What follows belongs to an exercise in optimizing a design on an open flow for small area, a short achievable clock period and few clock cycles; a production flow would make more cautious choices. The RTL was checked by simulation tests, not by an equivalence proof against the original design. No driver is modelled on the clock port, so clock power and skew are understated where the tree is cut down; a real chip needs a root buffer or a tree. No activity file was given, so power comes from the tool's default toggle rates.

Design LZ77_Encoder, start of the top module:
module LZ77_Encoder(clk,reset,chardata,valid,encode,finish,offset,match_len,char_nxt);
export LEC_CHECK = 0
export CAP_MARGIN = 40
export CORE_MARGIN = 2
export CORE_UTILIZATION = 30
export PLACE_DENSITY = 0.35
export SLEW_MARGIN = 40
create_clock -name core_clock -period 13.0 [get_ports {clk}]
standard.sh (not shown) runs the stock make flow with config.mk's settings and CLKGATE_MAP_FILE= SYNTH_SCRIPT=/design/flow/synth_recipe.tcl, a recipe that flattens the netlist after the stock synthesis.
==> flow/flow/run.sh <==
#!/bin/bash
# Layout flow: the standard synthesis, then the ORFS layout steps with
# settings from flow/params.sh (port buffer cell, setup margin for
# repair_timing), every logic cell first reset to its smallest drive strength
# so that repair only upsizes what timing needs, the ports buffered by
# flow/ports.tcl, and the clock tree that CTS builds replaced by one level of
# buffers (flow/clocktree.tcl).
# Each tool's output goes to a log file here.
set -euo pipefail
source flow/params.sh
R=orfs/results/$FLOW_PLATFORM/LZ77_Encoder/base
bash standard.sh synth > synth.log 2>&1
if [[ "${DOWNSIZE:-0}" == 1 ]]; then
  IN_DB=$R/1_synth.odb openroad -no_init -exit flow/downsize.tcl > downsize.log 2>&1
fi
export CLK_GROUPS CLK_BUF IN_PORT_BUF OUT_PORT_BUF
bash standard.sh "${MAKEVARS[@]}" POST_CTS_TCL=$PWD/flow/clocktree.tcl \
  DONT_BUFFER_PORTS=1 PRE_GLOBAL_PLACE_TCL=$PWD/flow/ports.tcl finish > layout.log 2>&1
==> flow/flow/params.sh <==
DOWNSIZE=1
CLK_GROUPS=4
CLK_BUF=sky130_fd_sc_hd__buf_12
IN_PORT_BUF=sky130_fd_sc_hd__buf_2
OUT_PORT_BUF=sky130_fd_sc_hd__buf_2
MAKEVARS=("CTS_ARGS=-sink_clustering_enable -repair_clock_nets -dont_use_dummy_load -sink_clustering_size 30 -buf_list sky130_fd_sc_hd__clkbuf_8" SETUP_SLACK_MARGIN=9.45 CORE_UTILIZATION=60 PLACE_DENSITY=0.7)
==> flow/flow/ports.tcl <==
# PRE_GLOBAL_PLACE hook: buffer every input and output port, with a small
# buffer on the inputs (which have timing slack) and a faster one on the
# outputs. ORFS's own port buffering is turned off (DONT_BUFFER_PORTS=1).
buffer_ports -inputs -buffer_cell $::env(IN_PORT_BUF)
buffer_ports -outputs -buffer_cell $::env(OUT_PORT_BUF)
Other scripts of this flow, unchanged in this note and not shown: flow/flow/clocktree.tcl, flow/flow/downsize.tcl
Testbench counts at the start, summed over its fixed seeds: cycles 24,720.
Change:
==> flow/flow/run.sh (replaced) <==
#!/bin/bash
# Layout flow: the standard synthesis, then the ORFS layout steps with
# settings from flow/params.sh (port buffer cell, setup margin for
# repair_timing), every logic cell first reset to its smallest drive strength
# so that repair only upsizes what timing needs, and the clock tree that CTS
# builds replaced by one level of buffers (flow/clocktree.tcl).
# Each tool's output goes to a log file here.
set -euo pipefail
source flow/params.sh
R=orfs/results/$FLOW_PLATFORM/LZ77_Encoder/base
bash standard.sh synth > synth.log 2>&1
if [[ "${DOWNSIZE:-0}" == 1 ]]; then
  IN_DB=$R/1_synth.odb openroad -no_init -exit flow/downsize.tcl > downsize.log 2>&1
fi
export CLK_GROUPS CLK_BUF
bash standard.sh "${MAKEVARS[@]}" POST_CTS_TCL=$PWD/flow/clocktree.tcl finish > layout.log 2>&1
==> flow/flow/params.sh (replaced) <==
DOWNSIZE=1
CLK_GROUPS=4
CLK_BUF=sky130_fd_sc_hd__buf_12
MAKEVARS=("BUFFER_PORTS_ARGS=-buffer_cell sky130_fd_sc_hd__buf_2" "CTS_ARGS=-sink_clustering_enable -repair_clock_nets -dont_use_dummy_load -sink_clustering_size 30 -buf_list sky130_fd_sc_hd__clkbuf_8" SETUP_SLACK_MARGIN=9.45)
removed: flow/flow/ports.tcl
Cell area came out higher by a few percent.
Global-route usage came out lower by 7.3 points.
Worst setup slack got worse by 94 ps.
Utilization came out lower by 30 points.
Routed wire length came out higher by about a fifth.
Cell count came out higher by a quarter to a third.
Worst hold slack improved by 9.5 ps.
Synthesized area does not change.
Critical path depth came out higher by 1.
First-iteration DRC count came out lower by well over a third.
No run of this note takes its clock network from TritonCTS; it comes from the design's own scripts or RTL.

---

The RTL this note starts from:
==> flow/design.v <==
module LZ77_Encoder(clk,reset,chardata,valid,encode,finish,offset,match_len,char_nxt);
input               clk;
input               reset;
input       [7:0]   chardata;
output reg          valid;
output              encode;
output reg          finish;
output reg  [3:0]   offset;
output reg  [2:0]   match_len;
output      [7:0]   char_nxt;
assign encode = 1'b1;
reg [79:0] hist;
reg [3:0]  cnt;
reg        st;
reg [9:1]  al;
always @(posedge clk)
    hist <= {hist[71:0], chardata};
reg [3:0] cnt_nx;
always @(*)
    case (cnt)
        4'd0: cnt_nx = 4'd1;
        4'd1: cnt_nx = 4'd2;
        4'd2: cnt_nx = 4'd3;
        4'd3: cnt_nx = 4'd4;
        4'd4: cnt_nx = 4'd5;
        4'd5: cnt_nx = 4'd6;
        4'd6: cnt_nx = 4'd7;
        4'd7: cnt_nx = 4'd8;
        default: cnt_nx = 4'd9;
    endcase
always @(posedge clk or posedge reset)
    if (reset) cnt <= 4'd0;
    else       cnt <= cnt_nx;
wire [7:0] cur = hist[7:0];
assign char_nxt = hist[15:8];
wire [9:1] eq;
genvar g;
generate
    for (g = 1; g <= 9; g = g + 1) begin : cmp
        assign eq[g] = (hist[8*g +: 8] == cur);
    end
endgenerate
wire [9:1] mask;
assign mask[1] = |cnt;
assign mask[2] = cnt[3] | cnt[2] | cnt[1];
assign mask[3] = cnt[3] | cnt[2] | (cnt[1] & cnt[0]);
assign mask[4] = cnt[3] | cnt[2];
assign mask[5] = cnt[3] | (cnt[2] & (cnt[1] | cnt[0]));
assign mask[6] = cnt[3] | (cnt[2] & cnt[1]);
assign mask[7] = cnt[3] | (cnt[2] & cnt[1] & cnt[0]);
assign mask[8] = cnt[3];
assign mask[9] = cnt[3] & cnt[0];
wire       en = (cnt != 4'd0);
wire [2:0] je = st ? 3'd0 : match_len;
wire [9:1] a  = al & eq;
wire [2:0] jn = {je[2] ^ (je[1] & je[0]), je[1] ^ je[0], ~je[0]};
reg [3:0] enc;
integer k;
always @(*) begin
    enc = 4'd0;
    for (k = 1; k <= 9; k = k + 1)
        if (a[k]) enc = k - 1;
end
wire kill = (a == 9'd0) || (je == 3'd7);
wire nk   = kill | ~en;
wire emit = en & kill & ~finish;
always @(posedge clk) begin
    st        <= nk;
    al        <= nk ? mask : a;
    match_len <= kill ? je : jn;
    if (!(kill && !st)) offset <= enc;
end
always @(posedge clk or posedge reset)
    if (reset) begin
        valid  <= 1'b0;
        finish <= 1'b0;
    end else begin
        valid <= emit;
        if (emit && cur == 8'h24) finish <= 1'b1;
    end
endmodule
==> flow/config.mk <==
export PLATFORM = sky130hd
export DESIGN_NAME = LZ77_Encoder
export DESIGN_NICKNAME = LZ77_Encoder
export VERILOG_FILES = /design/flow/design.v
export SDC_FILE = /design/flow/constraint.sdc
export NUM_CORES = 8
export LEC_CHECK = 0
export CAP_MARGIN = 40
export CORE_MARGIN = 2
export CORE_UTILIZATION = 30
export PLACE_DENSITY = 0.35
export SLEW_MARGIN = 40
==> flow/constraint.sdc <==
create_clock -name core_clock -period 13.0 [get_ports {clk}]
set_input_delay 2.6000 -clock core_clock [delete_from_list [all_inputs] [get_ports {clk}]]
set_output_delay 2.6000 -clock core_clock [all_outputs]
set_load 0.01 [all_outputs]
==> flow/flow/run.sh <==
#!/bin/bash
# Layout flow: the standard synthesis, then the ORFS layout steps with
# settings from flow/params.sh (port buffer cell, setup margin for
# repair_timing, clock tree buffers), and optionally every logic cell reset to
# its smallest drive strength right after synthesis so that repair_timing
# only upsizes what the timing needs. Each tool's output goes to a log here.
set -euo pipefail
source flow/params.sh
R=orfs/results/$FLOW_PLATFORM/LZ77_Encoder/base
bash standard.sh synth > synth.log 2>&1
if [[ "${DOWNSIZE:-0}" == 1 ]]; then
  IN_DB=$R/1_synth.odb openroad -no_init -exit flow/downsize.tcl > downsize.log 2>&1
fi
bash standard.sh "${MAKEVARS[@]}" finish > layout.log 2>&1
==> flow/flow/downsize.tcl <==
# Swap every logic cell to the smallest-area cell of its family (same
# function, other drive strength). Flip-flops keep their type.
read_db $::env(IN_DB)
set db [ord::get_db]
set fam {}
foreach lib [$db getLibs] {
  foreach m [$lib getMasters] {
    set n [$m getName]
    if {[regexp {^(sky130_fd_sc_hd__[a-z0-9]+)_([0-9]+)$} $n -> base drv]} {
      dict lappend fam $base $m
    }
  }
}
set swapped 0
foreach inst [[ord::get_db_block] getInsts] {
  set m [$inst getMaster]
  set n [$m getName]
  if {![regexp {^(sky130_fd_sc_hd__[a-z0-9]+)_([0-9]+)$} $n -> base drv]} continue
  if {[regexp {__(df|edf|sdf|dl|sedf|clk|conb|tap|fill|decap)} $n]} continue
  set best $m
  set ba [expr {[$m getWidth] * [$m getHeight]}]
  foreach c [dict get $fam $base] {
    set a [expr {[$c getWidth] * [$c getHeight]}]
    if {$a < $ba} { set best $c; set ba $a }
  }
  if {$best ne $m} {
    $inst swapMaster $best
    incr swapped
  }
}
puts "downsized $swapped instances"
write_db $::env(IN_DB)
==> flow/flow/params.sh <==
DOWNSIZE=1
MAKEVARS=("BUFFER_PORTS_ARGS=-buffer_cell sky130_fd_sc_hd__buf_2" "CTS_ARGS=-sink_clustering_enable -repair_clock_nets -dont_use_dummy_load -sink_clustering_size 30 -buf_list {sky130_fd_sc_hd__clkbuf_4 sky130_fd_sc_hd__clkbuf_8}" SETUP_SLACK_MARGIN=9.45)
The starting point went through all stages and came out clean.
Testbench counts at the start, summed over its fixed seeds: cycles 24,720.
Change:
==> flow/flow/params.sh (replaced) <==
DOWNSIZE=1
MAKEVARS=("BUFFER_PORTS_ARGS=-buffer_cell sky130_fd_sc_hd__buf_2" "CTS_ARGS=-sink_clustering_enable -repair_clock_nets -dont_use_dummy_load -sink_clustering_size 30 -buf_list sky130_fd_sc_hd__clkbuf_8" SETUP_SLACK_MARGIN=9.45)
Combinational power is about the same.
Area after synthesis is unchanged.
Setup slack is unchanged.
Die area stays the same.
Count of clock-buffer cells in the layout stays the same.
Power stays the same.
Via count is unchanged.
Core utilization stays the same.
Worst hold slack does not change.
Change:
==> flow/flow/params.sh (replaced) <==
DOWNSIZE=1
MAKEVARS=("BUFFER_PORTS_ARGS=-buffer_cell sky130_fd_sc_hd__buf_2" "CTS_ARGS=-sink_clustering_enable -repair_clock_nets -dont_use_dummy_load -sink_clustering_size 30 -buf_list sky130_fd_sc_hd__clkbuf_8" SETUP_SLACK_MARGIN=9.6)
Effect:
- power climbs by 0.75%
- synthesized cell count is unchanged
- via count climbs by about 1.2%
- critical path depth is unchanged
- final area climbs by 3.2%
- routed wire length climbs by about 1.5%
Change:
==> flow/flow/params.sh (replaced) <==
DOWNSIZE=1
MAKEVARS=("BUFFER_PORTS_ARGS=-buffer_cell sky130_fd_sc_hd__buf_2" "CTS_ARGS=-sink_clustering_enable -repair_clock_nets -dont_use_dummy_load -sink_clustering_size 55 -buf_list sky130_fd_sc_hd__clkbuf_16" SETUP_SLACK_MARGIN=9.45)
=> Count of clock-buffer cells in the layout stays the same; flip-flop and latch count stays the same; cell area falls by 1.0%; global-route usage stays flat; total power climbs by 12%.
Change:
==> flow/flow/params.sh (replaced) <==
DOWNSIZE=1
MAKEVARS=("BUFFER_PORTS_ARGS=-buffer_cell sky130_fd_sc_hd__buf_2" "CTS_ARGS=-sink_clustering_enable -repair_clock_nets -dont_use_dummy_load -sink_clustering_size 30 -buf_list sky130_fd_sc_hd__clkbuf_8" SETUP_SLACK_MARGIN=9.6 SETUP_MOVE_SEQUENCE=sizeup,swap)
=> The changed run completed with no timing, DRC or antenna violations. Register-to-register slack degrades by 30 ps. Power shrinks by about 11%. Routed wire length stays flat. Design area shrinks by about 0.46%. Sequential power stays flat. Via count stays flat. Worst setup slack degrades by 32 ps. Global-route usage barely changes.

---

== run A ==
Starts from the design.v that is shown in full above.
Settings: LEC_CHECK=0, CAP_MARGIN=40, CORE_MARGIN=2, CORE_UTILIZATION=30, PLACE_DENSITY=0.35, SLEW_MARGIN=40; clock period 13.0 ns.
==> flow/flow/params.sh <==
DOWNSIZE=1
MAKEVARS=("BUFFER_PORTS_ARGS=-buffer_cell sky130_fd_sc_hd__buf_2" "CTS_ARGS=-sink_clustering_enable -repair_clock_nets -dont_use_dummy_load -sink_clustering_size 30 -buf_list sky130_fd_sc_hd__clkbuf_8" SETUP_SLACK_MARGIN=9.75 SETUP_MOVE_SEQUENCE=sizeup,swap)
Scripts as last shown in full above: flow/flow/run.sh, flow/flow/downsize.tcl
Testbench counts of run A, summed over its fixed seeds: cycles 24,720.
Input changes introduced in run B (baseline for comparison: run A):
==> flow/flow/params.sh <==
DOWNSIZE=1
MAKEVARS=("BUFFER_PORTS_ARGS=-buffer_cell sky130_fd_sc_hd__buf_2" "CTS_BUF_LIST=sky130_fd_sc_hd__clkbuf_8" CTS_CLUSTER_SIZE=30 SETUP_SLACK_MARGIN=9.45)
### Flow results
Met2 wire length in run B vs run A: up about 0.9%. Run A and run B ended up with roughly the same sum of routed wire length over all layers. Run B vs. run A: sum of routed wire segments on met1 increased 1.2%, total internal power rose 12%, setup slack has increased, slack of the worst reg-to-reg path now larger. Total design power sits higher in run B than in run A.
The inputs of run C differ from those of run B as listed below.
==> flow/flow/params.sh <==
DOWNSIZE=1
MAKEVARS=("BUFFER_PORTS_ARGS=-buffer_cell sky130_fd_sc_hd__buf_2" "CTS_ARGS=-sink_clustering_enable -repair_clock_nets -dont_use_dummy_load -sink_clustering_size 30 -buf_list sky130_fd_sc_hd__clkbuf_8" SETUP_SLACK_MARGIN=9.75)
## What came out
- Combinational cell fraction of total power up 1.5 points in run C wrt run B
- Re final cell count: no difference whatsoever between run C and run B.
- Compared to run B, run C shows a wider setup margin.
- Run B has lower met3 wire length than run C.
- Any difference in net count after synthesis between run B and run C is small enough to ignore.
- The final cell area excluding filler cells reported for run C is greater than that of run B by 29 um2.
- Looking at fraction of met2 tracks used by global routing, run C sits 0.44 points above run B.
- Compared with run B, run C shows a lower sequential share of layout area.

---

build 5:
RTL: the design.v shown in full above, as it stands there.
export LEC_CHECK = 0
export CAP_MARGIN = 40
export CORE_MARGIN = 2
export CORE_UTILIZATION = 30
export PLACE_DENSITY = 0.35
export SLEW_MARGIN = 40
create_clock -name core_clock -period 13.0 [get_ports {clk}]
==> flow/flow/run.sh <==
#!/bin/bash
# Layout flow: the standard synthesis, then the ORFS layout steps with
# settings from flow/params.sh (port buffer cell, setup margin for
# repair_timing), every logic cell first reset to its smallest drive strength
# so that repair only upsizes what timing needs, and the clock tree that CTS
# builds replaced by one level of buffers (flow/clocktree.tcl).
# Each tool's output goes to a log file here.
set -euo pipefail
source flow/params.sh
R=orfs/results/$FLOW_PLATFORM/LZ77_Encoder/base
bash standard.sh synth > synth.log 2>&1
if [[ "${DOWNSIZE:-0}" == 1 ]]; then
  IN_DB=$R/1_synth.odb openroad -no_init -exit flow/downsize.tcl > downsize.log 2>&1
fi
export CLK_GROUPS CLK_BUF
bash standard.sh "${MAKEVARS[@]}" POST_CTS_TCL=$PWD/flow/clocktree.tcl finish > layout.log 2>&1
==> flow/flow/params.sh <==
DOWNSIZE=1
CLK_GROUPS=4
CLK_BUF=sky130_fd_sc_hd__buf_12
MAKEVARS=("BUFFER_PORTS_ARGS=-buffer_cell sky130_fd_sc_hd__buf_2" "CTS_ARGS=-sink_clustering_enable -repair_clock_nets -dont_use_dummy_load -sink_clustering_size 30 -buf_list sky130_fd_sc_hd__clkbuf_8" SETUP_SLACK_MARGIN=9.45)
Scripts as last shown in full above: flow/flow/downsize.tcl
Other scripts of this flow, unchanged in this note and not shown: flow/flow/clocktree.tcl
Build 5 finished every step from synthesis to the final layout, and the layout passed the timing, DRC and antenna checks.
Testbench counts of build 5, summed over its fixed seeds: cycles 24,720.
## Diff of input files: build 40 against build 5
-- flow/flow/params.sh --
<<< build 5, line 3
CLK_BUF=sky130_fd_sc_hd__buf_12
>>> build 40, line 3
CLK_BUF=sky130_fd_sc_hd__clkbuf_16
Notes after the runs:
Sequential share of layout area delta for build 40 relative to build 5: 0.28 points lower
Build 40 ends up with a detailed-route wire length per cell that is 1.1% lower than in build 5.
Build 40 has less setup slack than build 5.
Higher switching portion of total power among build 40 and build 5: build 5
Going from build 5 to build 40, the area growth from synthesis to layout was found to have gone up by 0.56 points.
When build 40 is set beside build 5, its number of inserted filler cells in the final layout turns out to be 6 smaller.
Footprint of the multi-input gates: build 5 vs build 40 identical
Build 40 was carried through to the last stage, and its layout satisfied the timing, DRC and antenna checks.
Compared with build 5, build 40 shows a sum of internal, switching and leakage power that is about 0.9% higher.
### build 40 -> build 68
==> flow/flow/params.sh <==
DOWNSIZE=1
CLK_GROUPS=4
CLK_BUF=sky130_fd_sc_hd__clkbuf_16
MAKEVARS=("BUFFER_PORTS_ARGS=-buffer_cell sky130_fd_sc_hd__buf_2" "CTS_ARGS=-sink_clustering_enable -repair_clock_nets -dont_use_dummy_load -sink_clustering_size 30 -buf_list sky130_fd_sc_hd__clkbuf_8" SETUP_SLACK_MARGIN=9.9 SETUP_MOVE_SEQUENCE=sizeup,swap)
==> notes.md <==
- Build 68 against build 40: final cycle utilization of the critical path roughly the same; wire length of the first global-routing pass essentially unchanged; post-layout minimum cycle time stayed essentially flat; data arrival at the endpoint of the critical path barely changed; achievable clock frequency now sits at about the same level.
- Row total length of routed met2 wires: build 68 higher / build 40 lower
- Sequential share of layout area | build 68 below build 40
- Via total after detailed routing of build 40 is on par with build 68.
- Changes observed in build 68 relative to build 40: power density relative to cell area saw a decrease, cell area after layout rose 2.3%, share of total power in sequential cells went down 0.2 points.
In every run of this note, the design's own scripts or RTL, not TritonCTS, make the clock network.

## port drivers added, routing unchanged
No port has a modelled driver above. Below, the same layouts with a new extraction and two added sets of constraints.
Step 1: set_driving_cell puts a clkbuf_16 on clk and a buf_2 on each other input, an assumption about the parent block.
Step 2 moves the port delays by t, midway between the first and last clock arrival at a register: inputs arrive t later, outputs are due t later. That takes back most of the time a late clock gives input paths.
Three values: ideal, step 1, step 2; two values: the first two.
run	t, ns	slack for setup (ns)	worst hold slack (ns)	slew at the worst register clock pin (ns)	pins driven straight from the clock port
the first run of note 1	0.211	9.820 / 9.735 / 9.947	0.356 / 0.356 / 0.356	0.10 / 0.10	4
the second run of note 1	0.221	9.726 / 9.637 / 9.858	0.366 / 0.366 / 0.366	0.10 / 0.10	4
the first run of note 2	0.398	9.507 / 9.473 / 9.871	0.363 / 0.363 / 0.363	0.09 / 0.09	1
the second run of note 2	0.398	9.507 / 9.473 / 9.871	0.363 / 0.363 / 0.363	0.09 / 0.09	1
the third run of note 2	0.399	9.520 / 9.486 / 9.885	0.364 / 0.364 / 0.364	0.09 / 0.09	1
the fourth run of note 2	0.383	9.527 / 9.489 / 9.872	0.362 / 0.362 / 0.362	0.07 / 0.07	1
the fifth run of note 2	0.398	9.496 / 9.461 / 9.860	0.364 / 0.364 / 0.364	0.09 / 0.09	1
run A	0.398	9.496 / 9.461 / 9.860	0.364 / 0.364 / 0.364	0.09 / 0.09	1
run B	0.407	9.505 / 9.470 / 9.877	0.362 / 0.362 / 0.362	0.10 / 0.10	1
run C	0.399	9.520 / 9.486 / 9.885	0.364 / 0.364 / 0.364	0.09 / 0.09	1
build 5	0.223	9.723 / 9.635 / 9.857	0.365 / 0.365 / 0.365	0.10 / 0.10	4
build 40	0.239	9.693 / 9.612 / 9.851	0.362 / 0.362 / 0.362	0.10 / 0.10	4
build 68	0.239	9.694 / 9.612 / 9.851	0.361 / 0.361 / 0.361	0.10 / 0.10	4
After both steps setup and hold are still met in every run listed.
